Background: an optimization exercise with open tools, aiming at small area, a short achievable clock period and few clock cycles per item. Do not read the settings as production practice. Where RTL was checked, it was by simulation tests only, not by an equivalence proof against the original. Only the layout flow was run in runs 1 and 2; the RTL was not checked for function there. Power is estimated from default activity; no workload was simulated.

<file path="flow/run.sh">
#!/bin/bash
# Standard layout, except:
# - ABC maps the logic with flow/area.abc (area-oriented) instead of the speed script;
#   everything else in synthesis is the standard script (synth_recipe.tcl), so the
#   registers and their names are the standard synthesis's;
# - the smallest buffer on each input and output port;
# - timing repair aimed at a setup slack well beyond the required 0.
set -euo pipefail
W=$PWD
export BUFFER_PORTS_ARGS="-buffer_cell sky130_fd_sc_hd__buf_1"
export SETUP_SLACK_MARGIN=7.1
export MY_ABC_SCRIPT=$W/flow/area.abc
export FLOW_SYNTH_TCL=$W/synth_recipe.tcl
sed "s#SYNTH_SCRIPT=[^ ]*#SYNTH_SCRIPT=$W/flow/my_synth.tcl#" standard.sh > my_standard.sh
grep -q "SYNTH_SCRIPT=$W/flow/my_synth.tcl" my_standard.sh
bash my_standard.sh > standard_make.log 2>&1
</file>
<file path="flow/area.abc">
strash
dch
map -a
topo
</file>
<file path="flow/my_synth.tcl">
# The standard synthesis, with its ABC mapping script replaced by the one in MY_ABC_SCRIPT.
proc abc {args} {
  set i [lsearch -exact $args -script]
  if { $i >= 0 && [info exists ::env(MY_ABC_SCRIPT)] } {
    set args [lreplace $args [expr {$i + 1}] [expr {$i + 1}] $::env(MY_ABC_SCRIPT)]
  }
  yosys abc {*}$args
}
source $::env(FLOW_SYNTH_TCL)
</file>
<file path="standard.sh">
#!/bin/bash
# synth_recipe.tcl (not shown) runs the flow's synth.tcl, then flattens the netlist and writes it again
# the make line also repeats each setting of config.mk as NAME=value (left out here)
make -C /OpenROAD-flow-scripts/flow DESIGN_CONFIG=/design/flow/config.mk WORK_HOME=/design/flow/orfs CLKGATE_MAP_FILE= SYNTH_SCRIPT=/design/flow/synth_recipe.tcl "${@:-finish}"
</file>
<file path="config.mk">
export PLATFORM = sky130hd
export DESIGN_NAME = SQRT
export DESIGN_NICKNAME = SQRT
export VERILOG_FILES = /design/flow/design.v
export SDC_FILE = /design/flow/constraint.sdc
export NUM_CORES = 4
export LEC_CHECK = 0
export CAP_MARGIN = 20
export CORE_MARGIN = 2
export CORE_UTILIZATION = 60
export SLEW_MARGIN = 20
</file>
<file path="constraint.sdc">
create_clock -name core_clock -period 10.0 [get_ports {CLK}]
set_input_delay 2.0000 -clock core_clock [delete_from_list [all_inputs] [get_ports {CLK}]]
set_output_delay 2.0000 -clock core_clock [all_outputs]
set_load 0.01 [all_outputs]
</file>
<file path="design.v">
module SQRT(
	RST,
	CLK,
	IN_VALID,
	IN,
	OUT_VALID,
	OUT
);
input CLK;
input RST;
input [15:0] IN;
input IN_VALID;
output [11:0] OUT;
output OUT_VALID;
reg OUT_VALID;
reg [3:0] k;        
reg [13:0] G;       
reg [2:0] L;        
reg [12:0] B;       
reg flag;           
reg formP;          
wire idle = (k == 4'd15);
wire last = (k == 4'd0);
wire cin = formP | (|L);
wire [14:0] sum = {1'b0, G} + {2'b01, ~B} + {14'd0, cin};
wire acc = sum[14];
wire xbit = L[2] ^ ~(L[1] | L[0]);   
wire inbit = (formP | acc) ? xbit : L[2];
wire [13:0] rem = acc ? sum[13:0] : G;
wire first = (k == 4'd11);
wire big = first ? (&G[12:1]) & (G[0] | (|L)) : flag;
always @(posedge CLK) begin
	flag <= big;
	if (idle) begin
		G <= {1'b0, IN[15:3]};
		L <= IN[2:0];
		formP <= 1'b0;
	end else begin
		formP <= formP | acc;
		G <= {rem[12:0], inbit};
		L <= {L[1:0], 1'b0};
	end
end
integer i;
always @(posedge CLK) begin
	for (i = 0; i < 13; i = i + 1) begin
		if (idle)
			B[i] <= (i < 11);
		else if (k == i - 1)
			B[i] <= acc & ~big;
		else if (k == i + 1)
			B[i] <= 1'b0;
	end
end
assign OUT = B[12:1];
always @(posedge CLK) begin
	if (RST)
		k <= 4'd15;
	else if (IN_VALID)
		k <= 4'd11;
	else if (!idle)
		k <= k - 4'd1;
end
always @(posedge CLK) begin
	if (RST)
		OUT_VALID <= 1'b0;
	else
		OUT_VALID <= last;
end
endmodule
</file>
==> flow_summary_export.csv, run 1 <==
group,metric,value,unit
sta,tns,0,ps
global_routing,gr-usage-all-layers,25.7,%
power,power_frac_comb,40.8,%
worst_setup_path,critPathRequiredTime,8000,ps
yosys,synth.ff_latch_count,37,
sta,fmax,349,MHz
clock_tree,path_clk_slew,120,ps
worst_setup_path,cp_max_fo,3,
yosys,synth_cells,301,
yosys,synth_warnings,1,
worst_setup_path,reg2reg_to,"B[12]",
yosys,synth_top_area_share,33.7,%
worst_setup_path,reg2reg_depth,15,
yosys,ys_types,21,
sta,final_hold_viol_count,0,
global_routing,grt_max_degree,39,
power,ir_drop,0.114,mV
sta,setup_slack,7140,ps
power,power.share.clock,21.3,%
clock_tree,cts_tree,"yes",
cells_and_area,fin_nets,371,
yosys,synth-seq-area-share,33.7,%
floorplan,core_area,3420,µm²
clock_tree,clock_latency,350,ps
worst_setup_path,critPathMaxStageDelay,380,ps
worst_setup_path,start_kind,"register",
sta,tightest_slew,431,ps
clock_tree,ctsHtreeMaxLevel,2,
min_path,min_path_type,"reg2reg",
worst_setup_path,cp_top_family,"flip-flops",
floorplan,start_util,64.3,%
drt,vias,2024,
cells_and_area,syn2layout_area_growth,13.4,%
floorplan,ios,32,
power,leakagePower,0.000999,µW
sta,finalMaxSlewViolations,0,
drt,postRouteAntennaNets,0,
power,power_density,210,nW/µm²
drt,wire_per_inst,12.8,µm
worst_setup_path,reg2reg_from,"L[2]",
floorplan,die_x,64.5,µm
worst_setup_path,setup.worst_path.start,"B[4]",
yosys,yosys.area.top_type,"dfxtp_1",
placed_design,dp_worst_setup_slack,6670,ps
worst_setup_path,cp.depth,1,
yosys,synthTopCellsByArea,"dfxtp_1, ha_1, clkinv_1, nand2_1, o21ai_0",
worst_setup_path,critPathCaptureType,"output port",
flow_run,cap_violations,0,
outcome,status,"finished clean",
worst_setup_path,path_cells,"clkbuf_2",
worst_setup_path,worstSetupEndpoint,"OUT[3]",
power,p_int,312,µW
drt,dr.pass1.iters,4,
global_routing,grt_pass1_vias,1917,
sta,finalSetupViolCount,0,
power,net-switching-power,212,µW
yosys,syn_avg_cell_area,7.30,µm²
clock_tree,clock_path_buffers,2,
clock_tree,cts_buffers,5,
drt,finalWirelength,4.84,mm
worst_setup_path,cp_slowest_cell,"dfxtp_2",
global_routing,grt_pass1_wl,8.36,mm
floorplan,die_h,64.5,µm
global_routing,antenna_found_initial,0,
clock_tree,cts_hold_buffers,0,
placed_design,port_buffers,31,
sta,fin_skew,10.8,ps
drt,dr.first_iter.drc_count,93,
sta,period_share,28.6,%
clock_tree,clockRootBuffer,"clkbuf_4",
drt,viasPerCell,5.34,
worst_setup_path,crit_buf_inv,1,
worst_setup_path,cp.arrival,860,ps
yosys,synth_nets,340,
sta,holdWs,459,ps
sta,slew_headroom,71.1,%
clock_tree,cts.sinks,37,
worst_setup_path,regToRegSetupSlack,7270,ps
sta,period_needed,2860,ps
power,seq_power_share,37.8,%
placed_design,place_congestion,0.841,
sta,rsz0062_at_grt,"false",
power,switching_share,40.4,%
floorplan,dieArea,4160,µm²
drt,drc_errors,0,
cells_and_area,final_util,72.9,%
floorplan,rows,21,
yosys,synth_area,2200,µm²
cells_and_area,drive_above_1_share,13.5,%
cells_and_area,antenna_cells,0,
worst_setup_path,crit_type,"reg2out",
cells_and_area,final_common_cell,"clkinv_1",
global_routing,grt-ovfl-total,0,
cells_and_area,layout_common_cells,"clkinv_1, nand2_1, o21ai_0, dfxtp_1, a21oi_1",
placed_design,dpl.hpwl,3.55,mm
==> how the worst min path moves through the flow <==
stage | cells after the start | end | slack [ps] | start
global route | 2 | L[2] | 480 | L[1]
finish | 2 | L[1] | 460 | L[0]
global placement | 2 | flag | 420 | flag
CTS | 2 | L[1] | 460 | L[0]
detailed placement | 2 | flag | 430 | flag
floorplan | 2 | flag | 410 | flag
==> sequential cells by signal, indices dropped and copies added (netlist names) <==
signal / count
B: 13
flag: 1
OUT_VALID: 1
G: 14
L: 3
formP: 1
k: 4
==> power groups by stage <==
stage / combinational, µW / sequential [µW] / clock, µW
after floorplan: 155 / 195 / 0
after global placement: 193 / 202 / 0
after detailed placement: 195 / 201 / 0
after CTS: 209 / 198 / 113
after global routing: 243 / 202 / 120
final: 214 / 198 / 112
==> stage by stage <==
step	cells	cell area, µm²	power [µW]
finish	379	2490	524
global route	379	2490	565
CTS	377	2440	520
detailed placement	367	2310	396
global placement	367	2310	395
floorplan	301	2210	350
==> Yosys cell counts, drive strengths merged <==
| cell type | n |
|---|---|
| clkinv | 48 |
| nand2 | 45 |
| dfxtp | 37 |
| o21ai | 32 |
| a21oi | 26 |
| nor2 | 21 |
| ha | 18 |
| nand3 | 13 |
| nor3 | 13 |
| buf | 12 |
| a31oi | 10 |
| xor2 | 8 |
| nand4 | 5 |
| a211oi | 2 |
| fa | 2 |
| o211ai | 2 |
| o21bai | 2 |
| o311ai | 2 |
| o21a | 1 |
| o221ai | 1 |
| xnor2 | 1 |
==> cells by family (layout without fill, tap and decap cells) <==
logic type	Yosys count	count (layout)	synth area share, %
AO/OA/AOI/OAI	78	78	19.7
buffers and inverters	60	92	12.3
adder cells (fa/ha/maj)	20	20	12.1
flip-flops	37	37	33.7
XOR/XNOR	9	9	3.59
AND/OR/NAND/NOR	97	97	18.6
==> cell type report <==
type / instances / area (µm²)
clock buffers: 6 / 51.3
flip-flops and latches: 37 / 759
well taps: 46 / 57.6
repair inverters: 1 / 3.75
clock inverters: 2 / 37.5
repair buffers: 35 / 161
fillers: 288 / 926
inverters: 48 / 186
multi-input cells: 204 / 1230
==> per-layer routing <==
layer / routed length [µm] / track usage (%) / share of wire, % / vias up
li1: - / - / - / 1070
met1: 2200 / 32.3 / 46 / 897
met2: 2300 / 44.0 / 48 / 49
met3: 239 / 5.38 / 4.9 / 8
met4: 96 / 8.51 / 2.0 / 0
met5: 0 / 0 / 0 / -
==> repair_timing <==
item,CTS,global route
cloned,1,0
pin swaps,1,2
setup buffers,1,2
gates resized for setup,17,18
setup endpoints to repair,26,36
==> run 2, diff against run 1 <==
==> design.v (replaced) <==
module SQRT(
	RST,
	CLK,
	IN_VALID,
	IN,
	OUT_VALID,
	OUT
);
input CLK;
input RST;
input [15:0] IN;
input IN_VALID;
output [11:0] OUT;
output OUT_VALID;
reg OUT_VALID;
reg [3:0] k;        
reg [13:0] G;       
reg [2:0] L;        
reg [11:0] Y;       
wire idle = (k == 4'd15);
wire last = (k == 4'd0);
reg [11:0] mask;
integer i;
always @(*) begin
	for (i = 0; i < 12; i = i + 1)
		mask[i] = (i < k);
end
wire [13:0] B = {1'b0, Y, 1'b0} | {2'b00, mask};
wire formP = |Y;                    
wire cin = formP | (|L);
wire [14:0] sum = {1'b0, G} + {1'b0, ~B} + {14'd0, cin};
wire acc = sum[14];
wire xbit = L[2] ^ ~(L[1] | L[0]);   
wire inbit = (formP | acc) ? xbit : L[2];
wire [13:0] rem = acc ? sum[13:0] : G;
wire big = (&IN[15:4]) & (|IN[3:0]);
always @(posedge CLK) begin
	if (idle) begin
		G <= big ? 14'd0 : {1'b0, IN[15:3]};
		L <= big ? 3'd0 : IN[2:0];
	end else begin
		G <= {rem[12:0], inbit};
		L <= {L[1:0], 1'b0};
	end
end
always @(posedge CLK) begin
	for (i = 0; i < 12; i = i + 1) begin
		if (idle)
			Y[i] <= 1'b0;
		else if (k == i)
			Y[i] <= acc;
	end
end
assign OUT = Y;
always @(posedge CLK) begin
	if (RST)
		k <= 4'd15;
	else if (IN_VALID)
		k <= 4'd11;
	else if (!idle)
		k <= k - 4'd1;
end
always @(posedge CLK) begin
	if (RST)
		OUT_VALID <= 1'b0;
	else
		OUT_VALID <= last;
end
endmodule
--- a/flow/run.sh
+++ b/flow/run.sh
@@ -10,3 +10,3 @@
 export BUFFER_PORTS_ARGS="-buffer_cell sky130_fd_sc_hd__buf_1"
-export SETUP_SLACK_MARGIN=7.1
+export SETUP_SLACK_MARGIN=6.8
 export MY_ABC_SCRIPT=$W/flow/area.abc
==> run 2 against run 1 <==
Effect of this change: setup slack lost 97 ps; first-iteration DRC count grew 12%; via count grew 0.74%; register-to-register slack lost 190 ps; largest cell class unchanged.
==> flow_summary_export.csv, run 2 <==
group,metric,value,unit
floorplan,ios,32,
power,net-switching-power,177,µW
worst_setup_path,crit_buf_inv,1,
sta,rsz0062_at_grt,"false",
worst_setup_path,cp_top_family,"flip-flops",
placed_design,dpl.hpwl,3.78,mm
yosys,synth-seq-area-share,33.3,%
yosys,synth_cells,279,
cells_and_area,top_register,"G",
worst_setup_path,critPathMaxStageDelay,440,ps
sta,setup_slack,7040,ps
drt,vias,2039,
floorplan,rows,21,
cells_and_area,layout_common_cells,"clkinv_1, nor2_1, dfxtp_1, buf_1, o21ai_0",
min_path,min_path_type,"reg2reg",
placed_design,place_congestion,0.933,
clock_tree,cts.sinks,34,
cells_and_area,reg_top3,"G (14), Y (12), k (4)",
worst_setup_path,critPathRequiredTime,8000,ps
yosys,yosysMostFrequentCell,"clkinv_1",
worst_setup_path,cp_max_fo,4,
power,power_density,183,nW/µm²
yosys,synth_nets,318,
global_routing,gr-usage-all-layers,28.2,%
power,power_frac_comb,41.8,%
worst_setup_path,start_kind,"register",
yosys,synth_top_area_share,33.3,%
yosys,async_reset_ff_share,0,%
floorplan,start_util,61.8,%
power,switching_share,40.2,%
worst_setup_path,crit_type,"reg2out",
worst_setup_path,cp.arrival,960,ps
placed_design,port_buffers,31,
cells_and_area,fin_nets,362,
sta,fin_skew,13.6,ps
global_routing,grt_pass1_wl,8.76,mm
power,ir_drop,0.0883,mV
yosys,synth_edf_count,0,
drt,drc_errors,0,
sta,tightest_slew,704,ps
clock_tree,clock_latency,340,ps
sta,final_hold_viol_count,0,
power,p_int,263,µW
yosys,yosys.area.top_type,"dfxtp_1",
clock_tree,path_clk_slew,110,ps
placed_design,dp_worst_setup_slack,6360,ps
cells_and_area,finalNonFillerCells,370,
cells_and_area,largest_register_ffs,14,
yosys,synth.ff_latch_count,34,
cells_and_area,final_common_cell,"clkinv_1",
drt,wire_per_inst,13.9,µm
yosys,synth_common_cells,"clkinv_1, nor2_1, dfxtp_1, o21ai_0, a21oi_1",
sta,tns,0,ps
floorplan,core_area,3310,µm²
worst_setup_path,path_cells,"buf_1",
worst_setup_path,cp_slowest_cell,"dfxtp_1",
clock_tree,clockRootBuffer,"clkbuf_4",
drt,dr.first_iter.drc_count,104,
sta,slew_headroom,52.9,%
flow_run,cap_violations,0,
global_routing,antenna_found_initial,0,
clock_tree,ctsHtreeMaxLevel,2,
cells_and_area,syn2layout_area_growth,17.1,%
yosys,ys_types,25,
drt,postRouteAntennaNets,0,
global_routing,grt_pass1_vias,1927,
floorplan,dieArea,3900,µm²
global_routing,grt_max_degree,25,
clock_tree,cts_buffers,5,
yosys,synth_area,2050,µm²
outcome,status,"finished clean",
worst_setup_path,critPathCaptureType,"output port",
global_routing,grt-ovfl-total,0,
drt,viasPerCell,5.51,
power,leakagePower,0.000967,µW
floorplan,die_x,62.4,µm
sta,period_needed,2960,ps
yosys,synth_flop_cell,"dfxtp_1",
sta,finalMaxSlewViolations,0,
sta,period_share,29.6,%
placed_design,dp_cells,356,
floorplan,die_h,62.4,µm
drt,finalWirelength,5.16,mm
power,power.share.clock,18.3,%
sta,holdWs,468,ps
cells_and_area,antenna_cells,0,
power,seq_power_share,39.9,%
clock_tree,cts_tree,"yes",
yosys,synth_warnings,1,
yosys,synthTopCellsByArea,"dfxtp_1, ha_1, clkinv_1, o21ai_0, nor2_1",
yosys,syn_avg_cell_area,7.34,µm²
drt,dr.pass1.iters,4,
cells_and_area,drive_above_1_share,9.26,%
sta,finalSetupViolCount,0,
clock_tree,clock_path_buffers,2,
sta,fmax,338,MHz
==> run 2: changes by cell type in the layout (fill, tap and decap cells not counted), moves of 6 or more <==
cell	change
nand2_1	-26
a31oi_1	-9
buf_1	+12
dfxtp_1	+6
o22ai_1	+11
clkinv_1	-6
nor2_1	+18
dfxtp_2	-7
clkbuf_2	-7
==> run 2: per-stage QoR <==
step	power [µW]	area (µm²)	util, %
global placement	336	2250	68.0
finish	440	2400	72.4
floorplan	298	2080	-
global route	473	2400	72.4
CTS	431	2360	71.2
detailed placement	338	2250	68.0
==> run 2: final cells by class <==
class                           instances  area (µm²)
Fill cell                             293         915
Sequential cell                        34         683
Clock inverter                          1        5.00
Timing Repair Buffer                   37         161
Clock buffer                            7        55.1
Inverter                               46         189
Tap cell                               46        57.6
Multi-Input combinational cell        199        1240
==> run 2: worst min-delay path, stage by stage (launching register included) <==
cell and delay, ps:
dfxtp_1 340, nand2_1 50, o21ai_0 50
==> run 2: power by group through the flow <==
stage          clock network [µW]  logic, µW  registers (µW)
6_report                     80.6        184             175
5_1_grt                      89.5        206             177
4_1_cts                      82.5        174             174
3_5_place_dp                    0        160             178
3_3_place_gp                    0        158             177
2_1_floorplan                   0        127             172
==> run 2: path summary, 6_finish.rpt <==
kind                            startpoint     end  slack (ps)  cells after the start
worst min-delay path                  L[0]    L[1]         470                      2
worst max register to register        k[0]   G[11]        7080                     15
worst max-delay path                  Y[0]  OUT[0]        7040                      1
worst min register to register        L[0]    L[1]         470                      2
==> run 2: cells by family (layout without fill, tap and decap cells) <==
group,after synthesis,in the layout,share of synthesized area (%)
AO/OA/AOI/OAI,85,85,23.4
buffers and inverters,46,91,8.44
adder cells (fa/ha/maj),20,20,13.0
XOR/XNOR,11,11,4.71
flip-flops,34,34,33.3
AND/OR/NAND/NOR,83,83,17.2
==> run 2: routing by layer <==
metal	track usage, %	wire length, µm	vias up
met4	8.33	62	0
met3	6.85	237	9
li1	-	-	1064
met1	36.3	2430	906
met5	0	0	-
met2	46.9	2420	60
==> run 2: what timing repair did <==
action	in CTS	in global routing
setup endpoints to repair	26	27
resized for setup	8	8
buffers inserted	3	3
pin swaps	2	3
hold buffers	0	0
==> run 3, diff against run 2 <==
==> design.v (replaced) <==
module SQRT(
	RST,
	CLK,
	IN_VALID,
	IN,
	OUT_VALID,
	OUT
);
input CLK;
input RST;
input [15:0] IN;
input IN_VALID;
output [11:0] OUT;
output OUT_VALID;
reg OUT_VALID;
reg [13:0] G;       
reg [2:0] L;        
reg [13:0] E;       
reg formP;          
wire idle = ~E[0];
reg [12:0] hot;
reg run;
integer i;
always @(*) begin
	run = 1'b1;
	for (i = 0; i < 13; i = i + 1) begin
		run = run & E[i];
		hot[i] = run & ~E[i+1];
	end
end
wire last = hot[0];
wire [12:0] B = E[13:1];
wire cin = formP | (|L);
wire [14:0] sum = {1'b0, G} + {2'b01, ~B} + {14'd0, cin};
wire acc = sum[14];
wire xbit = L[2] ^ ~(L[1] | L[0]);   
wire inbit = (formP | acc) ? xbit : L[2];
wire [13:0] rem = acc ? sum[13:0] : G;
wire big = (&IN[15:4]) & (|IN[3:0]);
always @(posedge CLK) begin
	if (idle) begin
		G <= big ? 14'd0 : {1'b0, IN[15:3]};
		L <= big ? 3'd0 : IN[2:0];
		formP <= 1'b0;
	end else begin
		G <= {rem[12:0], inbit};
		L <= {L[1:0], 1'b0};
		formP <= formP | acc;
	end
end
always @(posedge CLK) begin
	if (RST)
		E[0] <= 1'b0;
	else if (IN_VALID)
		E[0] <= 1'b1;
	else if (hot[0])
		E[0] <= 1'b0;
	for (i = 1; i < 14; i = i + 1) begin
		if (IN_VALID)
			E[i] <= (i < 12);
		else if (i >= 2 && hot[i-2])
			E[i] <= acc;
		else if (i < 13 && hot[i])
			E[i] <= 1'b0;
	end
end
assign OUT = E[13:2];
always @(posedge CLK) begin
	if (RST)
		OUT_VALID <= 1'b0;
	else
		OUT_VALID <= last;
end
endmodule
--- a/flow/run.sh
+++ b/flow/run.sh
@@ -10,3 +10,3 @@
 export BUFFER_PORTS_ARGS="-buffer_cell sky130_fd_sc_hd__buf_1"
-export SETUP_SLACK_MARGIN=6.8
+export SETUP_SLACK_MARGIN=7.1
 export MY_ABC_SCRIPT=$W/flow/area.abc
==> run 3 against run 2 <==
Effect of this change: setup slack gained 93 ps; clock-buffer cell count is the same; combinational power shrank 13%; routed wire length shrank 6.6%; register-to-register slack gained 90 ps; clock skew shrank 9.3 ps; global-route usage shrank 0.19 points; sequential share of layout area shrank 0.29 points; hold slack gained 22 ps; non-clock buffer count grew 9; clock power grew 6.0%; synthesized cell count shrank 5.7%; largest power group unchanged.
==> flow_summary_export.csv, run 3 <==
group,metric,value,unit
floorplan,start_util,63.0,%
min_path,holdPathStages,2,
floorplan,die_x,60.6,µm
global_routing,grt-ovfl-total,0,
worst_setup_path,path_cells,"clkbuf_2",
worst_setup_path,crit_type,"reg2out",
yosys,synth.ff_latch_count,33,
clock_tree,clock_path_buffers,2,
yosys,yosysMostFrequentCell,"clkinv_1",
yosys,synthTopCellsByArea,"dfxtp_1, clkinv_1, ha_1, nor2_1, a21oi_1",
worst_setup_path,reg2reg_depth,18,
global_routing,grt_pass1_vias,1772,
drt,dr.first_iter.drc_count,86,
drt,finalWirelength,4.82,mm
sta,finalSetupViolCount,0,
worst_setup_path,critPathRequiredTime,8000,ps
floorplan,dieArea,3680,µm²
cells_and_area,syn2layout_area_growth,23.5,%
cells_and_area,final_common_cell,"clkinv_1",
power,ir_drop,0.118,mV
power,power.share.clock,21.1,%
drt,drc_errors,0,
placed_design,place_congestion,0.847,
sta,period_share,28.7,%
cells_and_area,layout_common_cells,"clkinv_1, dfxtp_1, nor2_1, nand2_1",
yosys,synth-seq-area-share,34.3,%
yosys,yosys.area.top_type,"dfxtp_1",
yosys,synth_nets,297,
global_routing,grt_pass1_wl,7.50,mm
clock_tree,cts_hold_buffers,0,
sta,holdWs,490,ps
cells_and_area,reg_top3,"E (14), G (14), L (3)",
clock_tree,cts.sinks,33,
cells_and_area,final_util,77.8,%
cells_and_area,fin_nets,340,
clock_tree,cts_tree,"yes",
power,leakagePower,0.000995,µW
cells_and_area,drive_above_1_share,23.5,%
global_routing,gr-usage-all-layers,28.0,%
yosys,synth_flop_cell,"dfxtp_1",
floorplan,ios,32,
worst_setup_path,cp_slowest_cell,"dfxtp_1",
drt,vias,1937,
sta,rsz0062_at_grt,"true",
worst_setup_path,start_kind,"register",
yosys,synth_edf_count,0,
flow_run,cap_violations,0,
sta,tightest_slew,495,ps
floorplan,die_h,60.6,µm
power,power_density,170,nW/µm²
sta,tns,0,ps
sta,finalMaxSlewViolations,0,
placed_design,port_buffers,31,
sta,period_needed,2870,ps
worst_setup_path,reg2reg_from,"L[2]",
drt,dr.pass1.iters,4,
cells_and_area,antenna_cells,0,
min_path,min_path_type,"reg2reg",
power,p_total,404,µW
global_routing,grt_max_degree,14,
yosys,ys_types,25,
drt,wire_per_inst,13.7,µm
sta,fin_skew,4.31,ps
worst_setup_path,cp.arrival,870,ps
power,p_int,254,µW
clock_tree,clock_latency,340,ps
placed_design,dp_worst_setup_slack,6370,ps
yosys,syn_avg_cell_area,7.32,µm²
worst_setup_path,cp_max_fo,4,
worst_setup_path,regToRegSetupSlack,7170,ps
min_path,hold_end,"L[1]",
clock_tree,path_clk_slew,100,ps
global_routing,antenna_found_initial,0,
power,power_frac_comb,39.7,%
placed_design,dpl.hpwl,3.11,mm
outcome,status,"finished clean",
worst_setup_path,critPathMaxStageDelay,380,ps
yosys,async_reset_ff_share,0,%
sta,fmax,349,MHz
drt,viasPerCell,5.52,
worst_setup_path,critPathCaptureType,"output port",
yosys,synth_warnings,3,
worst_setup_path,cp_top_family,"flip-flops",
clock_tree,clockRootBuffer,"clkbuf_4",
yosys,synth_top_area_share,34.3,%
sta,final_hold_viol_count,0,
sta,slew_headroom,67.0,%
min_path,min_from,"L[0]",
floorplan,core_area,3050,µm²
floorplan,rows,20,
power,net-switching-power,150,µW
clock_tree,cts_buffers,5,
worst_setup_path,reg2reg_to,"G[0]",
clock_tree,ctsHtreeMaxLevel,2,
worst_setup_path,crit_buf_inv,1,
yosys,synth_common_cells,"clkinv_1, dfxtp_1, nor2_1, nand2_1, a21oi_1",
power,seq_power_share,39.2,%
yosys,synth_cells,263,
drt,postRouteAntennaNets,0,
yosys,synth_area,1920,µm²
sta,setup_slack,7130,ps
power,switching_share,37.2,%
[run 3: cell types whose count changed in the layout (fill, tap and decap cells not counted), moves of 5 or more]
cell      delta
a21oi_1      -9
buf_1       -12
buf_4        +5
clkbuf_2    +10
dfxtp_1      -5
ha_1         -7
nand2_1      +6
nor2_1      -12
o21ai_0     -14
[run 3: what timing repair did]
action                     in CTS  in global routing
pin swaps                      12                 15
gates resized for setup        31                 33
setup endpoints to repair      32                 37
buffers inserted               10                  5
cloned                          2                  0
[run 3: through the flow]
| stage | cells | instance area, µm² |
|---|---|---|
| after floorplan | 263 | 1950 |
| after global placement | 326 | 2030 |
| after detailed placement | 326 | 2030 |
| after CTS | 346 | 2260 |
| after global routing | 351 | 2380 |
| final | 351 | 2380 |
[run 3: metal layers]
metal	routed length (µm)	vias up	GRT usage, %
li1	-	974	-
met2	2440	57	50.7
met5	0	-	0
met3	249	12	4.05
met4	108	0	12.4
met1	2020	894	32.5
[run 3: layout make-up]
cell class,count,area [µm²]
timing repair buffer,46,259
inverter,48,190
tap,44,55.1
multi-input combinational,172,1130
clock buffer,7,65.1
fill,248,677
clock inverter,1,5.00
sequential,33,671
[run 3: cell families (layout without fill, tap and decap cells)]
logic type,count (synthesis),in the layout,share of synthesized area [%]
flops,33,33,34.3
xor+xnor,6,6,2.73
compound gates,72,72,21.7
fa+ha+maj,15,15,10.5
buf+inv,60,102,14.0
simple gates,77,79,16.7
[run 3: worst max-delay path by stage]
stage               startpoint       to  slack, ps  cells past startpoint
floorplan               IN[11]     G[0]       6930                      3
global route              L[1]     G[0]       7040                     19
detailed placement        L[1]     G[0]       6370                     19
finish                   E[12]  OUT[10]       7130                      1
CTS                       L[2]     G[0]       7080                     18
global placement          L[1]     G[0]       6530                     19
[run 3: power by group through the flow]
stage	registers, µW	clock network, µW	logic, µW
floorplan	156	0	86.3
detailed placement	160	0	108
CTS	157	86.3	139
global placement	160	0	106
finish	159	85.4	160
global route	160	90.5	176
Testbench counts of run 3, summed over its fixed seeds: cycles 41,608, items 3,200.
==> run 4, diff against run 3 <==
--- a/flow/run.sh
+++ b/flow/run.sh
@@ -10,3 +10,3 @@
 export BUFFER_PORTS_ARGS="-buffer_cell sky130_fd_sc_hd__buf_1"
-export SETUP_SLACK_MARGIN=7.1
+export SETUP_SLACK_MARGIN=6.8
 export MY_ABC_SCRIPT=$W/flow/area.abc
==> flow/area.abc (replaced) <==
strash
&get -n
&dch -f
&nf -R 1000
&put
topo
==> run 4 against run 3 <==
Effect of this change: clock skew grew 9.6 ps; synthesized area shrank 3.4%; highest routed layer unchanged; die area shrank 3.2%; flip-flop and latch count is the same; routed wire length down 13%; global-route usage fell by 3.0 points.
==> flow_summary_export.csv, run 4 <==
group,metric,value,unit
power,switching_share,36.0,%
power,power.share.clock,21.3,%
floorplan,start_util,61.9,%
floorplan,ios,32,
flow_run,cap_violations,0,
yosys,synth_area,1860,µm²
sta,rsz0062_at_grt,"false",
placed_design,place_congestion,0.803,
sta,holdWs,512,ps
floorplan,dieArea,3560,µm²
floorplan,die_x,59.7,µm
drt,vias,1739,
cells_and_area,fillers,278,
global_routing,gr-usage-all-layers,25.0,%
sta,period_share,30.3,%
sta,finalSetupViolCount,0,
outcome,status,"finished clean",
yosys,ys_types,29,
global_routing,grt_pass1_wl,6.62,mm
cells_and_area,layout_common_cells,"o21ai_0, dfxtp_1, buf_1, nand2_1, nor2_1",
power,power_density,169,nW/µm²
yosys,synthTopCellsByArea,"dfxtp_1, o21ai_0, ha_1, nand2_1, buf_4",
global_routing,grt_pass1_vias,1554,
cells_and_area,syn2layout_area_growth,10.5,%
power,ir_drop,0.130,mV
power,leakagePower,0.000838,µW
drt,postRouteAntennaNets,0,
clock_tree,cts.sinks,33,
worst_setup_path,cp_max_fo,7,
worst_setup_path,critPathRequiredTime,10290,ps
sta,final_hold_viol_count,0,
drt,dr.first_iter.drc_count,97,
power,p_int,222,µW
global_routing,antenna_found_initial,0,
yosys,synth.ff_latch_count,33,
clock_tree,cts_tree,"yes",
yosys,synth_nets,271,
yosys,yosysMostFrequentCell,"o21ai_0",
sta,slew_headroom,53.9,%
yosys,synth_cells,237,
floorplan,core_area,3000,µm²
yosys,synth_common_cells,"o21ai_0, dfxtp_1, nand2_1, nor2_1, clkinv_1",
clock_tree,cts_buffers,5,
global_routing,grt-ovfl-total,0,
yosys,synth_flop_cell,"dfxtp_1",
cells_and_area,drive_above_1_share,7.01,%
drt,dr.pass1.iters,4,
clock_tree,path_clk_slew,100,ps
yosys,yosys.area.top_type,"dfxtp_1",
sta,fin_skew,13.9,ps
yosys,syn_avg_cell_area,7.84,µm²
sta,tns,0,ps
global_routing,grt_max_degree,26,
yosys,synth_warnings,3,
min_path,min_path_type,"reg2reg",
cells_and_area,regArea,661,µm²
power,power_frac_comb,33.0,%
yosys,synth_edf_count,0,
cells_and_area,fin_nets,304,
power,seq_power_share,45.7,%
yosys,synth-seq-area-share,35.6,%
worst_setup_path,cp.arrival,3320,ps
placed_design,place_area,1930,µm²
floorplan,die_h,59.7,µm
yosys,async_reset_ff_share,0,%
clock_tree,ctsHtreeMaxLevel,2,
cells_and_area,reg_top3,"E (14), G (14), L (3)",
sta,finalMaxSlewViolations,0,
worst_setup_path,critPathCaptureType,"register",
placed_design,dpl.hpwl,2.98,mm
clock_tree,clock_latency,340,ps
cells_and_area,finalNonFillerCells,304,
yosys,synth_top_area_share,35.6,%
cells_and_area,multi_input_area,1080,µm²
floorplan,rows,20,
sta,setup_slack,6970,ps
power,net-switching-power,125,µW
drt,drc_errors,0,
worst_setup_path,start_kind,"register",
placed_design,dp_worst_setup_slack,6510,ps
drt,wire_per_inst,13.7,µm
drt,viasPerCell,5.72,
cells_and_area,stdcell_area,2050,µm²
cells_and_area,final_common_cell,"o21ai_0",
worst_setup_path,crit_type,"reg2reg",
clock_tree,clockRootBuffer,"clkbuf_4",
clock_tree,clock_path_buffers,2,
drt,finalWirelength,4.17,mm
cells_and_area,antenna_cells,0,
sta,tightest_slew,691,ps
placed_design,dp_cells,289,
sta,fmax,330,MHz
sta,period_needed,3030,ps
placed_design,port_buffers,31,
[run 4: kinds of logic after synthesis]
group	after synthesis	synth area share, %
simple gates	77	18.2
compound gates	73	22.6
flops	33	35.6
buf+inv	30	8.48
fa+ha+maj	15	10.9
xor+xnor	9	4.24
[run 4: worst max-delay path, stage by stage (launching register included)]
cell	delay (ps)
dfxtp_1	350
clkinv_1	70
ha_1	180
nor2b_1	130
fa_1	410
fa_2	390
o21ai_2	180
nand3_1	90
nand2_1	130
a21oi_1	130
o21ai_2	170
nand2_2	140
and2_4	220
o32ai_1	260
and2_0	150
[run 4: power by group through the flow]
| stage | Sequential (µW) | Clock (µW) | Combinational [µW] |
|---|---|---|---|
| after global routing | 160 | 81.1 | 128 |
| after floorplan | 157 | 0 | 71.1 |
| final | 158 | 73.9 | 114 |
| after CTS | 158 | 75.2 | 93.1 |
| after detailed placement | 161 | 0 | 90.4 |
| after global placement | 161 | 0 | 89.2 |
[run 4: area by class of cell]
class / instances / area share [%]
inverters: 18 / 3.29
clock buffers: 8 / 2.38
flip-flops and latches: 33 / 32.2
multi-input cells: 176 / 52.7
well taps: 33 / 2.01
repair buffers: 36 / 7.50
[run 4: path summary, 6_finish.rpt]
kind / startpoint / slack [ps] / cells past startpoint / endpoint
setup / recovery: L[2] / 6970 / 14 / E[12]
hold / removal: L[0] / 510 / 1 / L[1]
setup reg to reg: L[2] / 6970 / 14 / E[12]
hold reg to reg: L[0] / 510 / 1 / L[1]
[run 4: per-stage QoR]
step	power, µW	utilization (%)
6_report	347	68.4
5_1_grt	369	68.4
4_1_cts	326	65.9
3_5_place_dp	252	64.1
3_3_place_gp	251	64.1
2_1_floorplan	228	-
[run 4: what timing repair did]
item,CTS,global route
buffers inserted,0,5
endpoints found under the setup margin,25,29
cloned,0,2
hold buffers,0,0
gates resized for setup,4,8
endpoints found under the hold margin,0,0
[run 4: routing by layer]
metal  wire length [µm]  vias up  track usage, %  share of wire [%]
met4                 97        0            12.7                2.3
met1               1860      800            30.8                 45
li1                   -      897               -                  -
met3                162        7            6.06                3.9
met5                  0        -               0                  0
met2               2050       35            40.4                 49
==> run 5, diff against run 4 <==
--- a/flow/run.sh
+++ b/flow/run.sh
@@ -10,3 +10,3 @@
 export BUFFER_PORTS_ARGS="-buffer_cell sky130_fd_sc_hd__buf_1"
-export SETUP_SLACK_MARGIN=6.8
+export SETUP_SLACK_MARGIN=6.5
 export MY_ABC_SCRIPT=$W/flow/area.abc
==> run 5 against run 4 <==
Effect of this change: still clean; synthesized cell count is the same; core utilization shrank 2.3 points; die area is the same; clock-buffer cell count is the same; design area down 3.4%; synthesized area unchanged; hold slack got worse by 25 ps; total power is 7.2% lower; global-route usage fell by 2.5 points; final cell count shrank 2.3%; clock skew shrank 9.7 ps; critical endpoint unchanged.
==> flow_summary_export.csv, run 5 <==
group,metric,value,unit
yosys,synth_nets,271,
cells_and_area,fin_nets,297,
sta,slew_headroom,41.7,%
yosys,synth_edf_count,0,
placed_design,dp_worst_setup_slack,6330,ps
global_routing,grt_max_degree,26,
cells_and_area,syn2layout_area_growth,6.80,%
power,ir_drop,0.109,mV
yosys,syn_avg_cell_area,7.84,µm²
clock_tree,path_clk_slew,90,ps
clock_tree,cts_tree,"yes",
yosys,synth_top_area_share,35.6,%
cells_and_area,antenna_cells,0,
worst_setup_path,start_kind,"register",
clock_tree,ctsHtreeMaxLevel,2,
cells_and_area,drive_above_1_share,2.65,%
sta,tightest_slew,871,ps
sta,rsz0062_at_grt,"false",
drt,finalWirelength,3.68,mm
worst_setup_path,regToRegSetupSlack,6800,ps
drt,viasPerCell,5.67,
worst_setup_path,reg2reg_depth,14,
drt,drc_errors,0,
drt,wire_per_inst,12.4,µm
floorplan,rows,20,
worst_setup_path,reg2reg_from,"L[2]",
cells_and_area,stdcell_area,1980,µm²
sta,finalMaxSlewViolations,0,
yosys,yosys.area.top_type,"dfxtp_1",
global_routing,antenna_found_initial,0,
worst_setup_path,reg2reg_to,"E[12]",
clock_tree,cts_setup_buffers,0,
yosys,async_reset_ff_share,0,%
drt,dr.pass1.iters,4,
worst_setup_path,critPathMaxStageDelay,430,ps
sta,tns,0,ps
clock_tree,cts_buffers,5,
floorplan,die_x,59.7,µm
yosys,synth_cells,237,
yosys,yosysMostFrequentCell,"o21ai_0",
placed_design,place_area,1930,µm²
global_routing,grt-ovfl-total,0,
cells_and_area,fillers,296,
min_path,min_path_type,"reg2reg",
outcome,status,"finished clean",
global_routing,grt_pass1_wl,6.01,mm
sta,fin_skew,4.23,ps
sta,period_share,32.0,%
drt,dr.first_iter.drc_count,106,
sta,final_hold_viol_count,0,
cells_and_area,final_util,66.1,%
cells_and_area,reg_top3,"E (14), G (14), L (3)",
min_path,holdPathStages,1,
worst_setup_path,crit_buf_inv,1,
drt,postRouteAntennaNets,0,
min_path,min_from,"L[0]",
power,leakagePower,0.000805,µW
worst_setup_path,cp_top_family,"adder cells",
clock_tree,clockRootBuffer,"clkbuf_4",
yosys,synth_flop_cell,"dfxtp_1",
clock_tree,clock_latency,330,ps
yosys,synth_common_cells,"o21ai_0, dfxtp_1, nand2_1, nor2_1, clkinv_1",
yosys,synthTopCellsByArea,"dfxtp_1, o21ai_0, ha_1, nand2_1, buf_4",
placed_design,place_congestion,0.803,
global_routing,grt_pass1_vias,1472,
worst_setup_path,critPathCaptureType,"register",
yosys,synth.ff_latch_count,33,
clock_tree,cts.sinks,33,
sta,setup_slack,6800,ps
floorplan,start_util,61.9,%
floorplan,dieArea,3560,µm²
worst_setup_path,cp_slowest_cell,"fa_1",
sta,finalSetupViolCount,0,
clock_tree,clock_path_buffers,2,
worst_setup_path,path_cells,"clkinv_1 > ha_1 > nor2b_1 > fa_1 > fa_1 > o21ai_1 > nand3_1 > nand2_1 > a21oi_1 > o21ai_0 > nand2_1 > and2_4 > o32ai_1 > and2_0",
yosys,synth_warnings,3,
yosys,synth_area,1860,µm²
placed_design,port_buffers,31,
floorplan,ios,32,
worst_setup_path,critPathRequiredTime,10280,ps
sta,fmax,313,MHz
worst_setup_path,cp_max_fo,25,
worst_setup_path,crit_type,"reg2reg",
flow_run,cap_violations,0,
power,power_density,162,nW/µm²
min_path,hold_end,"L[1]",
drt,vias,1683,
floorplan,core_area,3000,µm²
yosys,synth-seq-area-share,35.6,%
cells_and_area,layout_common_cells,"o21ai_0, dfxtp_1, buf_1, nand2_1, nor2_1",
sta,period_needed,3200,ps
clock_tree,cts_hold_buffers,0,
global_routing,gr-usage-all-layers,22.5,%
cells_and_area,final_common_cell,"o21ai_0",
placed_design,dpl.hpwl,2.83,mm
sta,holdWs,487,ps
worst_setup_path,cp.arrival,3480,ps
floorplan,die_h,59.7,µm
yosys,ys_types,29,
## run 5: metrics by stage
stage          total power [µW]  instances
5_1_grt                     346        297
4_1_cts                     322        297
3_3_place_gp                250        289
6_report                    322        297
2_1_floorplan               228        237
3_5_place_dp                251        289
## run 5: cell type report
cell class	instances	area (µm²)	share of cell area, %
clock buffer	8	48.8	2.46
inverter	18	67.6	3.40
multi-input combinational	174	1050	52.9
sequential	33	661	33.3
tap	33	41.3	2.08
timing repair buffer	31	116	5.86
## run 5: logic make-up after synthesis
group | share of synthesized area [%]
simple gates | 18.2
xor+xnor | 4.24
flops | 35.6
buf+inv | 8.48
compound gates | 22.6
fa+ha+maj | 10.9
## run 5: what timing repair did
action	in CTS	in global routing
gates resized for setup	1	5
cloned	0	0
setup endpoints to repair	12	25
## run 5: where the power goes
part           internal, µW  leakage, µW  switching (µW)  total, µW
registers               146     0.000274            11.2        157
clock network          28.0    0.0000265            42.5       70.5
logic                  36.1     0.000504            58.0       94.1
## run 5: worst reg2reg max path: cells and delay by family, from the launching register on
family	cells	cell delay, ps
adder cells (fa/ha/maj)	3	1010
AND/OR/NAND/NOR	6	920
AO/OA/AOI/OAI	4	810
flip-flops	1	340
buffers and inverters	1	60
## run 5: how the worst max path moves through the flow
stage          startpoint     to  slack, ps  cells past startpoint
6_report             L[2]  E[12]       6800                     14
3_5_place_dp         L[2]  E[12]       6330                     14
3_3_place_gp         L[2]  E[12]       6430                     14
5_1_grt              L[2]  E[12]       6500                     14
2_1_floorplan        L[2]   G[1]       6770                     15
4_1_cts              L[2]   G[0]       6530                     16
## run 5: per-layer routing
layer / vias up / global-route usage [%] / wire [µm]
met5: - / 0 / 0
met4: 0 / 7.62 / 63
met2: 30 / 38.0 / 1760
met1: 763 / 27.1 / 1710
met3: 9 / 6.49 / 148
li1: 881 / - / -
==> run 6, diff against run 5 <==
--- a/flow/run.sh
+++ b/flow/run.sh
@@ -10,3 +10,3 @@
 export BUFFER_PORTS_ARGS="-buffer_cell sky130_fd_sc_hd__buf_1"
-export SETUP_SLACK_MARGIN=6.5
+export SETUP_SLACK_MARGIN=7.15
 export MY_ABC_SCRIPT=$W/flow/area.abc
==> run 6 against run 5 <==
Effect of this change: still clean; synthesized cell count did not move; synthesized area stayed put; first-iteration DRC count shrank 33%; routed wire length increased by 16%; sequential power hardly changed; flip-flop and latch count is the same; register-to-register slack better by 430 ps; combinational power increased by about 30%; via count increased by 7.2%; non-clock buffer count grew 18; global-route usage rose by 2.9 points; largest cell class unchanged.
==> flow_summary_export.csv, run 6 <==
group,metric,value,unit
clock_tree,cts_tree,"yes",
cells_and_area,reg_top3,"E (14), G (14), L (3)",
worst_setup_path,critPathMaxStageDelay,350,ps
cells_and_area,final_util,76.1,%
yosys,async_reset_ff_share,0,%
sta,rsz0062_at_grt,"true",
sta,finalMaxSlewViolations,0,
floorplan,core_area,3000,µm²
sta,finalSetupViolCount,0,
global_routing,grt_max_degree,23,
placed_design,place_area,1960,µm²
yosys,yosys.area.top_type,"dfxtp_1",
placed_design,place_congestion,0.794,
placed_design,port_buffers,31,
flow_run,cap_violations,0,
sta,period_share,28.1,%
cells_and_area,drive_above_1_share,24.6,%
global_routing,antenna_found_initial,0,
yosys,ys_types,29,
clock_tree,cts_buffers,5,
drt,wire_per_inst,13.4,µm
clock_tree,clock_path_buffers,2,
power,power_density,153,nW/µm²
cells_and_area,stdcell_area,2280,µm²
floorplan,die_h,59.7,µm
power,ir_drop,0.111,mV
global_routing,gr-usage-all-layers,25.3,%
worst_setup_path,cp_slowest_cell,"dfxtp_4",
clock_tree,clockRootBuffer,"clkbuf_4",
clock_tree,path_clk_slew,100,ps
cells_and_area,syn2layout_area_growth,23.0,%
clock_tree,cts.sinks,33,
placed_design,dp_worst_setup_slack,6870,ps
sta,slew_headroom,51.8,%
worst_setup_path,crit_buf_inv,1,
floorplan,ios,32,
cells_and_area,fin_nets,317,
min_path,min_path_type,"reg2reg",
floorplan,die_x,59.7,µm
worst_setup_path,crit_type,"reg2out",
clock_tree,ctsHtreeMaxLevel,2,
clock_tree,cts_hold_buffers,0,
sta,fmax,356,MHz
worst_setup_path,reg2reg_depth,14,
placed_design,dpl.hpwl,2.86,mm
worst_setup_path,path_cells,"buf_2",
worst_setup_path,critPathRequiredTime,8000,ps
sta,tightest_slew,721,ps
yosys,synth.ff_latch_count,33,
yosys,yosysMostFrequentCell,"o21ai_0",
yosys,synth_warnings,3,
yosys,synthTopCellsByArea,"dfxtp_1, o21ai_0, ha_1, nand2_1, buf_4",
yosys,synth_top_area_share,35.6,%
yosys,synth_cells,237,
cells_and_area,antenna_cells,0,
floorplan,rows,20,
sta,holdWs,490,ps
drt,finalWirelength,4.25,mm
worst_setup_path,cp_max_fo,2,
clock_tree,clock_latency,330,ps
cells_and_area,final_common_cell,"o21ai_0",
cells_and_area,layout_common_cells,"o21ai_0, nand2_1, nor2_1, buf_1",
global_routing,grt-ovfl-total,0,
floorplan,start_util,61.9,%
worst_setup_path,critPathCaptureType,"output port",
worst_setup_path,cp.arrival,810,ps
global_routing,grt_pass1_wl,6.78,mm
drt,viasPerCell,5.69,
yosys,synth_nets,271,
power,leakagePower,0.000935,µW
worst_setup_path,cp_top_family,"flip-flops",
drt,dr.first_iter.drc_count,71,
yosys,synth_area,1860,µm²
worst_setup_path,cp.depth,1,
yosys,synth_edf_count,0,
sta,period_needed,2810,ps
sta,fin_skew,11.2,ps
drt,postRouteAntennaNets,0,
sta,setup_slack,7190,ps
global_routing,grt_pass1_vias,1590,
yosys,synth-seq-area-share,35.6,%
yosys,synth_common_cells,"o21ai_0, dfxtp_1, nand2_1, nor2_1, clkinv_1",
worst_setup_path,start_kind,"register",
drt,dr.pass1.iters,4,
drt,drc_errors,0,
floorplan,dieArea,3560,µm²
drt,vias,1804,
outcome,status,"finished clean",
yosys,synth_flop_cell,"dfxtp_1",
yosys,syn_avg_cell_area,7.84,µm²
min_path,holdPathStages,1,
sta,final_hold_viol_count,0,
sta,tns,0,ps
==> run 6: cell counts after synthesis <==
No cell type changed its count.
==> run 6: report_power, final <==
part           switching [µW]  total [µW]  internal, µW
Clock                    41.1        69.1          28.0
Combinational            71.2         122          51.1
Sequential               11.3         157           146
Total                     124         349           225
==> run 6: logic make-up (layout without fill, tap and decap cells) <==
| logic type | after synthesis | after routing | synth area share [%] |
|---|---|---|---|
| adders and majority gates | 15 | 15 | 10.9 |
| xor gates and xnor gates | 9 | 9 | 4.24 |
| and+or+nand+nor | 77 | 79 | 18.2 |
| DFF | 33 | 33 | 35.6 |
| AOI/OAI and AO/OA | 73 | 73 | 22.6 |
| buffers and inverters | 30 | 75 | 8.48 |
==> run 6: through the flow <==
stage / cells / power (µW)
after floorplan: 237 / 231
after global placement: 289 / 254
after detailed placement: 289 / 255
after CTS: 309 / 346
after global routing: 317 / 373
final: 317 / 349
==> run 6: final timing paths <==
path | from | slack, ps | to
max | E[8] | 7190 | OUT[6]
min | L[0] | 490 | L[1]
max reg2reg | L[1] | 7230 | E[12]
min reg2reg | L[0] | 490 | L[1]
==> run 6: repair_timing <==
| action | 4_1_cts | 5_1_grt |
|---|---|---|
| endpoints found under the setup margin | 37 | 32 |
| buffers inserted | 10 | 8 |
| resized for setup | 43 | 11 |
| hold endpoints to repair | 0 | 0 |
| cloned | 2 | 0 |
| pin swaps | 10 | 11 |
==> run 6: per-layer routing <==
layer / vias up / wire length [µm] / track usage [%]
li1: 920 / - / -
met1: 833 / 1930 / 32.7
met2: 45 / 2120 / 41.5
met3: 6 / 154 / 5.84
met4: 0 / 54 / 8.57
met5: - / 0 / 0
==> run 6: final cells by class <==
cell class	instances	area (µm²)
multi-input cells	176	1160
fillers	249	718
flip-flops and latches	33	687
repair buffers	49	279
inverters	18	70.1
clock buffers	8	48.8
well taps	33	41.3
==> run 7, diff against run 6 <==
--- a/flow/run.sh
+++ b/flow/run.sh
@@ -10,3 +10,3 @@
 export BUFFER_PORTS_ARGS="-buffer_cell sky130_fd_sc_hd__buf_1"
-export SETUP_SLACK_MARGIN=7.15
+export SETUP_SLACK_MARGIN=7.0
 export MY_ABC_SCRIPT=$W/flow/area.abc
==> run 7 against run 6 <==
Effect of this change: still clean on timing, DRC and antenna; global-route usage is 0.42 points higher; flip-flop and latch count unchanged; hold slack about the same; design area shrank 7.6%; synthesized area is the same; synthesized cell count did not move; register-to-register slack lost 60 ps; sequential share of layout area is 1.4 points higher; core utilization fell by 5.8 points; routed wire length decreased by 2.8%; total power shrank 0.50%; critical path type unchanged; highest routed layer unchanged.
==> flow_summary_export.csv, run 7 <==
group,metric,value,unit
clock_tree,cts_tree,"yes",
placed_design,place_congestion,0.894,
yosys,synth-seq-area-share,35.6,%
yosys,yosysMostFrequentCell,"o21ai_0",
clock_tree,clock_latency,330,ps
sta,fin_skew,7.57,ps
min_path,min_path_type,"reg2reg",
clock_tree,path_clk_slew,100,ps
yosys,synth_nets,271,
sta,finalSetupViolCount,0,
cells_and_area,multi_input_area,1110,µm²
drt,vias,1777,
global_routing,grt-ovfl-total,0,
worst_setup_path,cp_top_family,"flip-flops",
worst_setup_path,critPathRequiredTime,8000,ps
clock_tree,ctsHtreeMaxLevel,2,
flow_run,cap_violations,0,
floorplan,ios,32,
drt,viasPerCell,5.81,
yosys,synth_edf_count,0,
worst_setup_path,path_cells,"buf_1",
cells_and_area,fin_nets,308,
yosys,synthTopCellsByArea,"dfxtp_1, o21ai_0, ha_1, nand2_1, buf_4",
cells_and_area,antenna_cells,0,
yosys,synth_warnings,3,
power,power_density,164,nW/µm²
placed_design,dp_cells,289,
sta,period_share,29.3,%
yosys,synth.ff_latch_count,33,
global_routing,grt_pass1_wl,6.82,mm
sta,tns,0,ps
yosys,synthAdderAreaFrac,10.9,%
yosys,synth_mux_area_share,0,%
drt,dr.pass1.iters,4,
cells_and_area,finalNonFillerCells,306,
worst_setup_path,start_kind,"register",
drt,postRouteAntennaNets,0,
yosys,synth_flop_cell,"dfxtp_1",
yosys,async_reset_ff_share,0,%
cells_and_area,reg_top3,"E (14), G (14), L (3)",
clock_tree,cts_hold_buffers,0,
clock_tree,clock_path_buffers,2,
worst_setup_path,regToRegSetupSlack,7170,ps
yosys,synth_cells,237,
yosys,synth_top_area_share,35.6,%
yosys,synth_top_family_by_area,"compound AO/OA/AOI/OAI gates",
power,leakagePower,0.000864,µW
yosys,yosys.area.top_type,"dfxtp_1",
cells_and_area,regArea,663,µm²
global_routing,antenna_found_initial,0,
global_routing,grt_max_degree,23,
worst_setup_path,cp_slowest_cell,"dfxtp_1",
placed_design,port_buffers,31,
drt,finalWirelength,4.14,mm
cells_and_area,syn2layout_area_growth,13.6,%
cells_and_area,final_common_cell,"o21ai_0",
yosys,synthXorXnorAreaFrac,4.24,%
drt,wire_per_inst,13.5,µm
worst_setup_path,critPathCaptureType,"output port",
worst_setup_path,crit_buf_inv,1,
clock_tree,cts_buffers,5,
global_routing,gr-usage-all-layers,25.8,%
sta,finalMaxSlewViolations,0,
worst_setup_path,critPathMaxStageDelay,430,ps
yosys,synth_compound_area_share,22.6,%
power,p_total,347,µW
clock_tree,clockRootBuffer,"clkbuf_4",
drt,drc_errors,0,
yosys,syn_avg_cell_area,7.84,µm²
outcome,status,"finished clean",
yosys,synth_common_cells,"o21ai_0, dfxtp_1, nand2_1, nor2_1, clkinv_1",
sta,final_hold_viol_count,0,
floorplan,dieArea,3560,µm²
drt,dr.first_iter.drc_count,153,
cells_and_area,layout_common_cells,"o21ai_0, dfxtp_1, buf_1, nand2_1, nor2_1",
cells_and_area,stdcell_area,2110,µm²
worst_setup_path,cp_max_fo,6,
placed_design,dpl.hpwl,2.82,mm
floorplan,core_area,3000,µm²
floorplan,die_x,59.7,µm
power,ir_drop,0.107,mV
cells_and_area,fillers,268,
sta,setup_slack,7070,ps
yosys,synthSimpleGateAreaFrac,18.2,%
sta,rsz0062_at_grt,"false",
sta,period_needed,2930,ps
placed_design,dp_worst_setup_slack,6680,ps
yosys,synth_area,1860,µm²
floorplan,die_h,59.7,µm
placed_design,place_area,1930,µm²
worst_setup_path,cp.arrival,930,ps
global_routing,grt_pass1_vias,1546,
floorplan,rows,20,
cells_and_area,drive_above_1_share,11.7,%
worst_setup_path,crit_type,"reg2out",
clock_tree,cts.sinks,33,
sta,slew_headroom,51.8,%
sta,tightest_slew,722,ps
floorplan,start_util,61.9,%
yosys,ys_types,29,
sta,fmax,341,MHz
run 7: changes by cell type in the layout (fill, tap and decap cells not counted), sizes merged:
cell,change
clkinv,+2
clkbuf,-3
inv,-1
buf,-9
run 7: per-layer routing:
layer / share of wire, % / up-vias / wire, µm / global-route usage, %
met5: 0 / - / 0 / 0
met2: 49 / 48 / 2010 / 42.2
met1: 44 / 816 / 1840 / 32.8
met4: 1.1 / 0 / 44 / 9.21
li1: - / 908 / - / -
met3: 6.0 / 5 / 249 / 6.28
run 7: cell families (layout without fill, tap and decap cells):
| family | Yosys count | count (layout) |
|---|---|---|
| and+or+nand+nor | 77 | 79 |
| DFF | 33 | 33 |
| xor gates and xnor gates | 9 | 9 |
| adders and majority gates | 15 | 15 |
| buffers and inverters | 30 | 64 |
| AOI/OAI and AO/OA | 73 | 73 |
run 7: repair_timing:
action,4_1_cts,5_1_grt
pin swaps,4,6
gates cloned,2,0
buffers inserted,1,8
setup endpoints to repair,26,30
gates resized for setup,11,10
run 7: stage by stage:
stage | hold WS [ps] | util, %
2_1_floorplan | 456 | -
3_3_place_gp | 468 | 64.3
3_5_place_dp | 469 | 64.3
4_1_cts | 494 | 67.4
5_1_grt | 524 | 70.3
6_report | 490 | 70.3
run 7: final cells by class:
| class | instances | share of cell area [%] |
|---|---|---|
| inverter | 18 | 3.20 |
| tap | 33 | 1.96 |
| multi-input combinational | 176 | 52.7 |
| clock buffer | 5 | 1.78 |
| sequential | 33 | 31.4 |
| clock inverter | 1 | 0.237 |
| timing repair buffer | 40 | 8.71 |
run 7: final timing paths:
check                           endpoint  start  cells past startpoint
worst max-delay path              OUT[6]   E[8]                      1
worst min-delay path                L[1]   L[0]                      1
worst max register to register     E[12]   L[2]                     14
worst min register to register      L[1]   L[0]                      1
run 7: report_power, final:
group          internal [µW]  total [µW]  leakage, µW  switching, µW
clock network           24.4        66.6    0.0000269           42.2
registers                146         158     0.000273           12.3
logic                   53.4         122     0.000564           68.5
total                    224         347     0.000864            123
==> run 8, diff against run 7 <==
--- a/flow/run.sh
+++ b/flow/run.sh
@@ -10,3 +10,3 @@
 export BUFFER_PORTS_ARGS="-buffer_cell sky130_fd_sc_hd__buf_1"
-export SETUP_SLACK_MARGIN=7.0
+export SETUP_SLACK_MARGIN=6.8
 export MY_ABC_SCRIPT=$W/flow/area.abc
==> flow/area.abc (replaced) <==
strash
dch
map -a
topo
==> run 8 against run 7 <==
Effect of this change: still clean on timing, DRC and antenna; design area increased by 2.4%; fmax shrank 2.3%; global-route usage fell by 0.16 points; register-to-register slack lost 170 ps; setup slack got worse by 70 ps.
==> flow_summary_export.csv, run 8 <==
group,metric,value,unit
outcome,status,"finished clean",
worst_setup_path,cp.depth,17,
yosys,yosysMostFrequentCell,"clkinv_1",
global_routing,grt-ovfl-total,0,
yosys,synth_area,1920,µm²
sta,fin_skew,13.5,ps
yosys,synth-seq-area-share,34.3,%
yosys,synthTopCellsByArea,"dfxtp_1, clkinv_1, ha_1, nor2_1, a21oi_1",
global_routing,gr-usage-all-layers,25.6,%
yosys,synth_edf_count,0,
cells_and_area,fillers,288,
sta,rsz0062_at_grt,"false",
worst_setup_path,cp_slowest_cell,"fa_2",
cells_and_area,multi_input_area,1050,µm²
floorplan,rows,20,
min_path,holdPathStages,2,
drt,m1WireLength,1.81,mm
worst_setup_path,crit_type,"reg2reg",
sta,tightest_slew,487,ps
worst_setup_path,cp_top_family,"adder cells",
drt,top_layer,"met4",
worst_setup_path,start_kind,"register",
placed_design,port_buffers,31,
power,leakagePower,0.000896,µW
worst_setup_path,critPathMaxStageDelay,420,ps
placed_design,place_congestion,0.816,
sta,fmax,333,MHz
yosys,syn_avg_cell_area,7.32,µm²
floorplan,core_area,3050,µm²
drt,viasPerCell,5.35,
min_path,min_path_type,"reg2reg",
worst_setup_path,reg2reg_depth,17,
cells_and_area,stdcell_area,2160,µm²
yosys,synth_flop_cell,"dfxtp_1",
cells_and_area,fin_nets,330,
yosys,synth_nets,297,
cells_and_area,layout_common_cells,"clkinv_1, dfxtp_1, buf_1, nor2_1, nand2_1",
clock_tree,ctsHtreeMaxLevel,2,
sta,finalMaxSlewViolations,0,
global_routing,grt_pass1_vias,1736,
drt,finalWirelength,4.14,mm
yosys,synth_cells,263,
worst_setup_path,cp.arrival,3200,ps
floorplan,die_x,60.6,µm
drt,drc_errors,0,
worst_setup_path,reg2reg_from,"L[2]",
min_path,min_from,"L[1]",
drt,dr.pass1.iters,4,
floorplan,start_util,63.0,%
yosys,synth_warnings,3,
placed_design,dp_worst_setup_slack,6400,ps
cells_and_area,syn2layout_area_growth,12.4,%
clock_tree,clock_path_buffers,2,
sta,period_needed,3000,ps
sta,tns,0,ps
cells_and_area,drive_above_1_share,8.75,%
global_routing,antenna_found_initial,0,
clock_tree,cts.sinks,33,
worst_setup_path,crit_buf_inv,4,
drt,wire_per_inst,12.1,µm
placed_design,dpl.hpwl,3.10,mm
yosys,synth_common_cells,"clkinv_1, dfxtp_1, nor2_1, nand2_1, a21oi_1",
worst_setup_path,critPathCaptureType,"register",
global_routing,grt_max_degree,17,
floorplan,die_h,60.6,µm
sta,finalSetupViolCount,0,
yosys,ys_types,25,
drt,dr.first_iter.drc_count,93,
floorplan,dieArea,3680,µm²
flow_run,cap_violations,0,
cells_and_area,final_common_cell,"clkinv_1",
clock_tree,clockRootBuffer,"clkbuf_4",
cells_and_area,antenna_cells,0,
floorplan,ios,32,
worst_setup_path,setup.worst_path.start,"L[2]",
worst_setup_path,cp_max_fo,8,
cells_and_area,reg_top3,"E (14), G (14), L (3)",
yosys,synth_top_area_share,34.3,%
placed_design,place_area,2030,µm²
sta,period_share,30.0,%
clock_tree,cts_tree,"yes",
worst_setup_path,path_cells,"clkinv_1 > ha_1 > clkinv_1 > nor2_1 > fa_2 > fa_2 > o21ai_2 > nand3_1 > nand2_2 > a21oi_2 > o31ai_2 > nand2_1 > inv_2 > nor2_4 > buf_4 > a21oi_1 > o22ai_1",
drt,vias,1826,
global_routing,grt_pass1_wl,7.02,mm
sta,setup_slack,7000,ps
clock_tree,path_clk_slew,90,ps
yosys,async_reset_ff_share,0,%
sta,final_hold_viol_count,0,
sta,slew_headroom,66.7,%
worst_setup_path,critPathRequiredTime,10200,ps
drt,met2WireLength,2.06,mm
drt,wl_met3,199,µm
clock_tree,cts_buffers,5,
power,ir_drop,0.129,mV
drt,postRouteAntennaNets,0,
power,power_density,162,nW/µm²
yosys,yosys.area.top_type,"dfxtp_1",
yosys,synth.ff_latch_count,33,
clock_tree,clock_latency,340,ps
cells_and_area,regArea,661,µm²
run 8: cell types whose count changed in the layout (fill, tap and decap cells not counted), moves of 5 or more:
cell,previous run,this run
clkinv_1,18,46
o21ai_0,36,20
o22ai_1,0,13
a21oi_1,12,22
nor2_1,21,30
a22o_1,5,0
a31oi_1,8,3
run 8: timing repair:
| item | 4_1_cts | 5_1_grt |
|---|---|---|
| endpoints found under the setup margin | 18 | 22 |
| setup buffers | 1 | 5 |
| gates cloned | 1 | 0 |
| hold buffers | 0 | 0 |
| gates resized for setup | 5 | 7 |
| pin swaps | 2 | 6 |
run 8: worst paths after layout:
check                           endpoint  slack (ps)
worst max-delay path                G[1]        7000
worst min-delay path                L[2]         480
worst max register to register      G[1]        7000
worst min register to register      L[2]         480
run 8: worst register-to-register path: stages, from the launching register on:
cell	delay (ps)
dfxtp_1	350
clkinv_1	70
ha_1	190
clkinv_1	50
nor2_1	40
fa_2	360
fa_2	420
o21ai_2	160
nand3_1	110
nand2_2	110
a21oi_2	80
o31ai_2	220
nand2_1	110
inv_2	110
nor2_4	70
buf_4	160
a21oi_1	160
o22ai_1	100
run 8: metrics by stage:
stage	total power, µW	hold slack [ps]	cells	util (%)
floorplan	242	429	263	-
global placement	266	456	326	66.6
detailed placement	267	463	326	66.6
CTS	344	485	336	69.1
global route	375	508	341	70.8
finish	350	476	341	70.8
run 8: cell type report:
class | count | share of cell area (%)
clock buffer | 6 | 1.91
clock inverter | 2 | 0.463
inverter | 48 | 8.56
multi-input combinational | 171 | 48.5
sequential | 33 | 30.6
tap | 44 | 2.55
timing repair buffer | 37 | 7.47
run 8: cell families after synthesis:
kind of cell	after synthesis	synth area share [%]
AO/OA/AOI/OAI	72	21.7
XOR/XNOR	6	2.73
adder cells (fa/ha/maj)	15	10.5
buffers and inverters	60	14.0
flip-flops	33	34.3
AND/OR/NAND/NOR	77	16.7
run 8: per-layer routing:
metal | vias up | GRT usage [%]
li1 | 955 | -
met1 | 818 | 30.2
met2 | 44 | 45.5
met3 | 9 | 5.54
met4 | 0 | 9.32
met5 | - | 0
run 8: report_power, final:
group	switching (µW)	internal, µW	total, µW
Clock	43.3	26.7	70.0
Sequential	10.7	146	157
Combinational	75.6	47.1	123
Total	130	220	350

[what the ideal ports hide]
How much do the figures lean on ideal ports? The routed layouts below were timed once more, with nothing changed but the port constraints. Step 1, drivers: a clkbuf_16 drives CLK and a buf_2 each remaining input, both assumed. Step 2 times the ports against the registers' clock, not the clock port: input delays grow and output delays shrink by t, the midpoint of the rising clock arrivals with the driver on. Three values: ideal ports, drivers, drivers and shift; two values: the first two.
run | shift t [ns] | slack for setup (ns) | worst setup path after step 2 | worst data-port slew with drivers (ns)
run 1 | 0.368 | 7.138 / 7.113 / 7.268 | register to register | 0.03
run 2 | 0.357 | 7.041 / 7.020 / 6.773 | input to register | 0.04
run 3 | 0.363 | 7.134 / 7.111 / 6.838 | input to register | 0.04
run 4 | 0.360 | 6.969 / 6.969 / 6.736 | input to register | 0.03
run 5 | 0.351 | 6.802 / 6.802 / 6.523 | input to register | 0.03
run 6 | 0.345 | 7.193 / 7.171 / 6.875 | input to register | 0.03
run 7 | 0.344 | 7.067 / 7.047 / 6.839 | input to register | 0.03
run 8 | 0.355 | 6.997 / 6.982 / 6.799 | input to register | 0.04
After both steps every run listed still meets setup and hold. For run 6, which loses most, drivers alone change the setup slack by -0.022 ns; drivers and shift together by -0.318 ns.
